Context: an optimization exercise on an open-source flow, tuned for small area. The choices shown serve that exercise and are no tape-out recipe. Only simulation tests tie the RTL to the original design; equivalence was not proved. The clock port is modelled as an ideal driver; clocking choices that lean on that would not hold on a real chip. No activity file was given, so power comes from the tool's default toggle rates.

Setup of job 101:
## ride_fsm
module ride_fsm #(
  parameter int DEBOUNCE_CYCLES = 3,
  parameter int PERSIST_CYCLES  = 5,
  parameter int SHUTDOWN_TIMEOUT= 20
)(
  input  logic clk,
  input  logic rst_n,
  input  logic vibration_raw,
  input  logic queue_raw,
  input  logic brake_raw,
  input  logic restraint_raw,
  input  logic mask_vibration,
  input  logic mask_queue,
  input  logic mask_brake,
  input  logic mask_restraint,
  output logic [1:0] state,
  output logic alarm,
  output logic [2:0] fault_code
);
  logic [3:0] raw, db, ndb, r1, r2, nxt_ndb;
  assign raw = {queue_raw, vibration_raw, brake_raw, restraint_raw};
  always_comb
    for (int i = 0; i < 4; i++)
      nxt_ndb[i] = ~(raw[i] & r1[i] & r2[i]) & (ndb[i] | ~(raw[i] | r1[i] | r2[i]));
  always_ff @(posedge clk or negedge rst_n) begin
    if (!rst_n) begin
      ndb <= 4'b1111;
      r1 <= 4'b0;
    end else begin
      ndb <= nxt_ndb;
      r1 <= raw;
    end
  end
  always_ff @(posedge clk) r2 <= r1;
  assign db = ~ndb;
  logic res, brk, vib, que, any_flag;
  assign res = db[0] & ~mask_restraint;
  assign brk = db[1] & ~mask_brake;
  assign vib = db[2] & ~mask_vibration;
  assign que = db[3] & ~mask_queue;
  assign any_flag = res | brk | vib | que;
  always_comb begin
    if (res)      fault_code = 3'd1;
    else if (brk) fault_code = 3'd2;
    else if (vib) fault_code = 3'd3;
    else if (que) fault_code = 3'd4;
    else          fault_code = 3'd0;
  end
  logic [1:0] cur_state, nxt_state;
  logic [4:0] pc, pq, nxt_pc;
  localparam logic [4:0] PINV = 5'b01010;
  assign pc = pq ^ PINV;
  logic p_ge5, p_ge20;
  assign p_ge5  = pc[4];
  assign p_ge20 = pc[3] & ~pc[2] & ~pc[1] & ~pc[0];
  always_comb begin
    if (!any_flag)                 nxt_pc = 5'd0;
    else if (cur_state == 2'd0)    nxt_pc = 5'd1;
  ...
==> module ride_fsm, before the edit <==
module ride_fsm #(
  parameter int DEBOUNCE_CYCLES = 3,
  parameter int PERSIST_CYCLES  = 5,
  parameter int SHUTDOWN_TIMEOUT= 20
)(
  input  logic clk,
  input  logic rst_n,
  input  logic vibration_raw,
  input  logic queue_raw,
  input  logic brake_raw,
  input  logic restraint_raw,
  input  logic mask_vibration,
  input  logic mask_queue,
  input  logic mask_brake,
  input  logic mask_restraint,
  output logic [1:0] state,
  output logic alarm,
  output logic [2:0] fault_code
);
  logic [3:0] raw, db, ndb, r1, r2, nxt_ndb;
  assign raw = {queue_raw, vibration_raw, brake_raw, restraint_raw};
  always_comb
    for (int i = 0; i < 4; i++)
      nxt_ndb[i] = ~(raw[i] & r1[i] & r2[i]) & (ndb[i] | ~(raw[i] | r1[i] | r2[i]));
  always_ff @(posedge clk or negedge rst_n) begin
    if (!rst_n) begin
      ndb <= 4'b1111;
      r1 <= 4'b0;
    end else begin
      ndb <= nxt_ndb;
      r1 <= raw;
    end
  end
  always_ff @(posedge clk) r2 <= r1;
  assign db = ~ndb;
  logic res, brk, vib, que, any_flag;
  assign res = db[0] & ~mask_restraint;
  assign brk = db[1] & ~mask_brake;
  assign vib = db[2] & ~mask_vibration;
  assign que = db[3] & ~mask_queue;
  assign any_flag = res | brk | vib | que;
  always_comb begin
    if (res)      fault_code = 3'd1;
    else if (brk) fault_code = 3'd2;
    else if (vib) fault_code = 3'd3;
    else if (que) fault_code = 3'd4;
    else          fault_code = 3'd0;
  end
  logic [1:0] cur_state, nxt_state;
  logic [4:0] pc, pq, nxt_pc;
  localparam logic [4:0] PINV = 5'b01010;
  assign pc = pq ^ PINV;
  logic p_ge5, p_ge20;
  assign p_ge5  = pc[4];
  assign p_ge20 = pc[3] & ~pc[2] & ~pc[1] & ~pc[0];
  always_comb begin
    if (!any_flag)                 nxt_pc = 5'd0;
    else if (cur_state == 2'd0)    nxt_pc = 5'd1;
    else                           nxt_pc = {pc[3:0], ~(pc[4] ^ pc[1])};
  end
  always_ff @(posedge clk) pq <= nxt_pc ^ PINV;
  always_comb begin
    nxt_state = cur_state;
    case (cur_state)
      2'd0: if (any_flag) nxt_state = 2'd1;
      2'd1: begin
        if (res || brk)     nxt_state = 2'd2;
        else if (p_ge5)     nxt_state = 2'd2;
        else if (!any_flag) nxt_state = 2'd0;
      end
      2'd2: begin
        if (p_ge20 || res)  nxt_state = 2'd3;
        else if (!any_flag) nxt_state = 2'd1;
      end
      default: nxt_state = 2'd3;
    endcase
  end
  always_ff @(posedge clk or negedge rst_n)
    if (!rst_n) cur_state <= 2'd0;
    else        cur_state <= nxt_state;
  assign state = cur_state;
  assign alarm = (cur_state != 2'd0);
endmodule
Settings: LEC_CHECK=0, CAP_MARGIN=20, CORE_AREA=2.3 2.72 57.5 59.84, DIE_AREA=0 0 59.8 62.56, SLEW_MARGIN=20; clock period 5.0 ns.
standard.sh (not shown) runs the stock make flow with config.mk's settings and CLKGATE_MAP_FILE= SYNTH_SCRIPT=/design/flow/synth_recipe.tcl, a recipe that flattens the netlist after the stock synthesis.
==> flow/flow/run.sh <==
#!/bin/bash
# Own layout flow: the standard synthesis; its combinational logic
# re-mapped by ABC for area (registers kept, equivalence proved by Yosys);
# every combinational cell set to the smallest drive of its family; the standard flow's
# standard floorplan and placement with buf_1 as the port buffer cell; a clock
# tree of one clock buffer in place of TritonCTS; then the standard
# routing and finish. Each tool's output goes to a log of its own here.
set -euo pipefail
W=$(pwd)
R=$W/orfs/results/$FLOW_PLATFORM/ride_fsm/base
PB="BUFFER_PORTS_ARGS=-buffer_cell sky130_fd_sc_hd__buf_1"
bash standard.sh synth > synth.log 2>&1
bash flow/remap.sh $R > remap.log 2>&1
bash standard.sh synth > synth2.log 2>&1
openroad -no_init -exit flow/downsize.tcl > downsize.log 2>&1
touch "$R/1_synth.sdc"
bash standard.sh "$PB" place > place.log 2>&1
RDIR=$R CLKBUF=sky130_fd_sc_hd__clkbuf_8 openroad -no_init -exit flow/mycts.tcl > cts.log 2>&1
bash standard.sh "$PB" finish > finish.log 2>&1
Other scripts of this flow, unchanged in this note and not shown: flow/flow/downsize.tcl, flow/flow/mycts.tcl, flow/flow/remap.sh
Job 101 finished every stage and its layout cleared the timing, DRC and antenna checks.
The following lists how job 102 was set up differently from job 101:
--- a/flow/design.v
+++ b/flow/design.v
@@ -18,22 +18,26 @@
   output logic alarm,
   output logic [2:0] fault_code
 );
-  logic [3:0] raw, db, ndb, r1, r2, nxt_ndb;
+  localparam logic [3:0] DBINV = 4'b1111;
+  localparam logic [3:0] R1INV = 4'b0000;
+  logic [3:0] raw, db, r1, r2, dbq, r1q, r2q, nxt_db;
   assign raw = {queue_raw, vibration_raw, brake_raw, restraint_raw};
+  assign db = dbq ^ DBINV;
+  assign r1 = r1q ^ R1INV;
+  assign r2 = r2q ^ R1INV;
   always_comb
     for (int i = 0; i < 4; i++)
-      nxt_ndb[i] = ~(raw[i] & r1[i] & r2[i]) & (ndb[i] | ~(raw[i] | r1[i] | r2[i]));
+      nxt_db[i] = (raw[i] & r1[i] & r2[i]) | (db[i] & (raw[i] | r1[i] | r2[i]));
   always_ff @(posedge clk or negedge rst_n) begin
     if (!rst_n) begin
-      ndb <= 4'b1111;
-      r1 <= 4'b0;
+      dbq <= 4'b1111;
+      r1q <= 4'b0000;
     end else begin
-      ndb <= nxt_ndb;
-      r1 <= raw;
+      dbq <= nxt_db ^ DBINV;
+      r1q <= raw ^ R1INV;
     end
   end
-  always_ff @(posedge clk) r2 <= r1;
-  assign db = ~ndb;
+  always_ff @(posedge clk) r2q <= r1q;
   logic res, brk, vib, que, any_flag;
   assign res = db[0] & ~mask_restraint;
   assign brk = db[1] & ~mask_brake;
@@ -48,17 +52,14 @@
     else          fault_code = 3'd0;
   end
   logic [1:0] cur_state, nxt_state;
+  localparam logic [4:0] PINV = 5'b10101;
   logic [4:0] pc, pq, nxt_pc;
-  localparam logic [4:0] PINV = 5'b01010;
   assign pc = pq ^ PINV;
   logic p_ge5, p_ge20;
-  assign p_ge5  = pc[4];
-  assign p_ge20 = pc[3] & ~pc[2] & ~pc[1] & ~pc[0];
-  always_comb begin
-    if (!any_flag)                 nxt_pc = 5'd0;
-    else if (cur_state == 2'd0)    nxt_pc = 5'd1;
-    else                           nxt_pc = {pc[3:0], ~(pc[4] ^ pc[1])};
-  end
+  assign p_ge5  = pc[1];
+  assign p_ge20 = pc[3] & pc[2] & pc[0];
+  localparam logic [4:0] PCLR = 5'b01100;
+  assign nxt_pc = any_flag ? {pc[3:0], ~(pc[4] ^ pc[2])} : PCLR;
   always_ff @(posedge clk) pq <= nxt_pc ^ PINV;
   always_comb begin
     nxt_state = cur_state;
### Flow results
Job 102: maximum net fanout on the critical path is 1 higher than what job 101 reported.
Relative to job 101, synthesized area divided by synthesized cell count decreased by 2.7% in job 102.
Per the comparison of job 102 with job 101, power consumed by combinational cells fell by about 46%; clock skew after layout stayed essentially flat; mean routed wirelength per cell fell by about 2.2%.
STATUS finished layout cell area: job 102 wins against job 101
The clock period minus worst slack of job 102 is higher than that of job 101.
Job 102 vs job 101: leakage dissipation up by a few percent
Summary — normalized max-slew margin, job 102 relative to job 101: higher, by 9.0 points.
Synthesized area (job 102 over job 101): decrease, 6.3 sq um
When job 102 is measured against job 101, its wire length of the first global-routing pass turns out about 6% higher.
Job 101 → job 102: number of global-route vias before repair grew by 3.6%; final hold slack grew by 0.017 ns; final worst setup slack shrank by 0.083 ns.
The slowest cell on the critical path comes out sky130_fd_sc_hd__nor2_1 in one run and sky130_fd_sc_hd__o22ai_1 in the other, namely in job 102 and job 101 respectively.

[port drivers added, routing unchanged]
The results above use ideal ports. As a check the final layouts listed here were re-extracted and re-timed, cells and wires unchanged.
Step 1 assumes that a clkbuf_16 drives the clock port and a buf_2 every other input.
Step 2 adds t to the input delays and takes it off the output delays; t is the mean of the earliest and latest rising clock arrival at the registers after step 1. Input paths then give back, and output paths get back, about the clock's delay inside the block.
Three values: no drivers, after step 1, after step 2; two values: the first two.
| run | shift t [ns] | setup slack, ns | clock arrival spread, ns | slew at the worst register clock pin (ns) |
|---|---|---|---|---|
| job 101 | 0.183 | 2.330 / 2.307 / 2.307 | 0.002 / 0.002 | 0.11 / 0.11 |
| job 102 | 0.182 | 2.247 / 2.228 / 2.228 | 0.001 / 0.000 | 0.11 / 0.11 |
After both steps setup and hold are still met in every run listed. The setup slack of job 101, which loses most, moves by -0.023 ns with the drivers and by -0.023 ns with both steps.
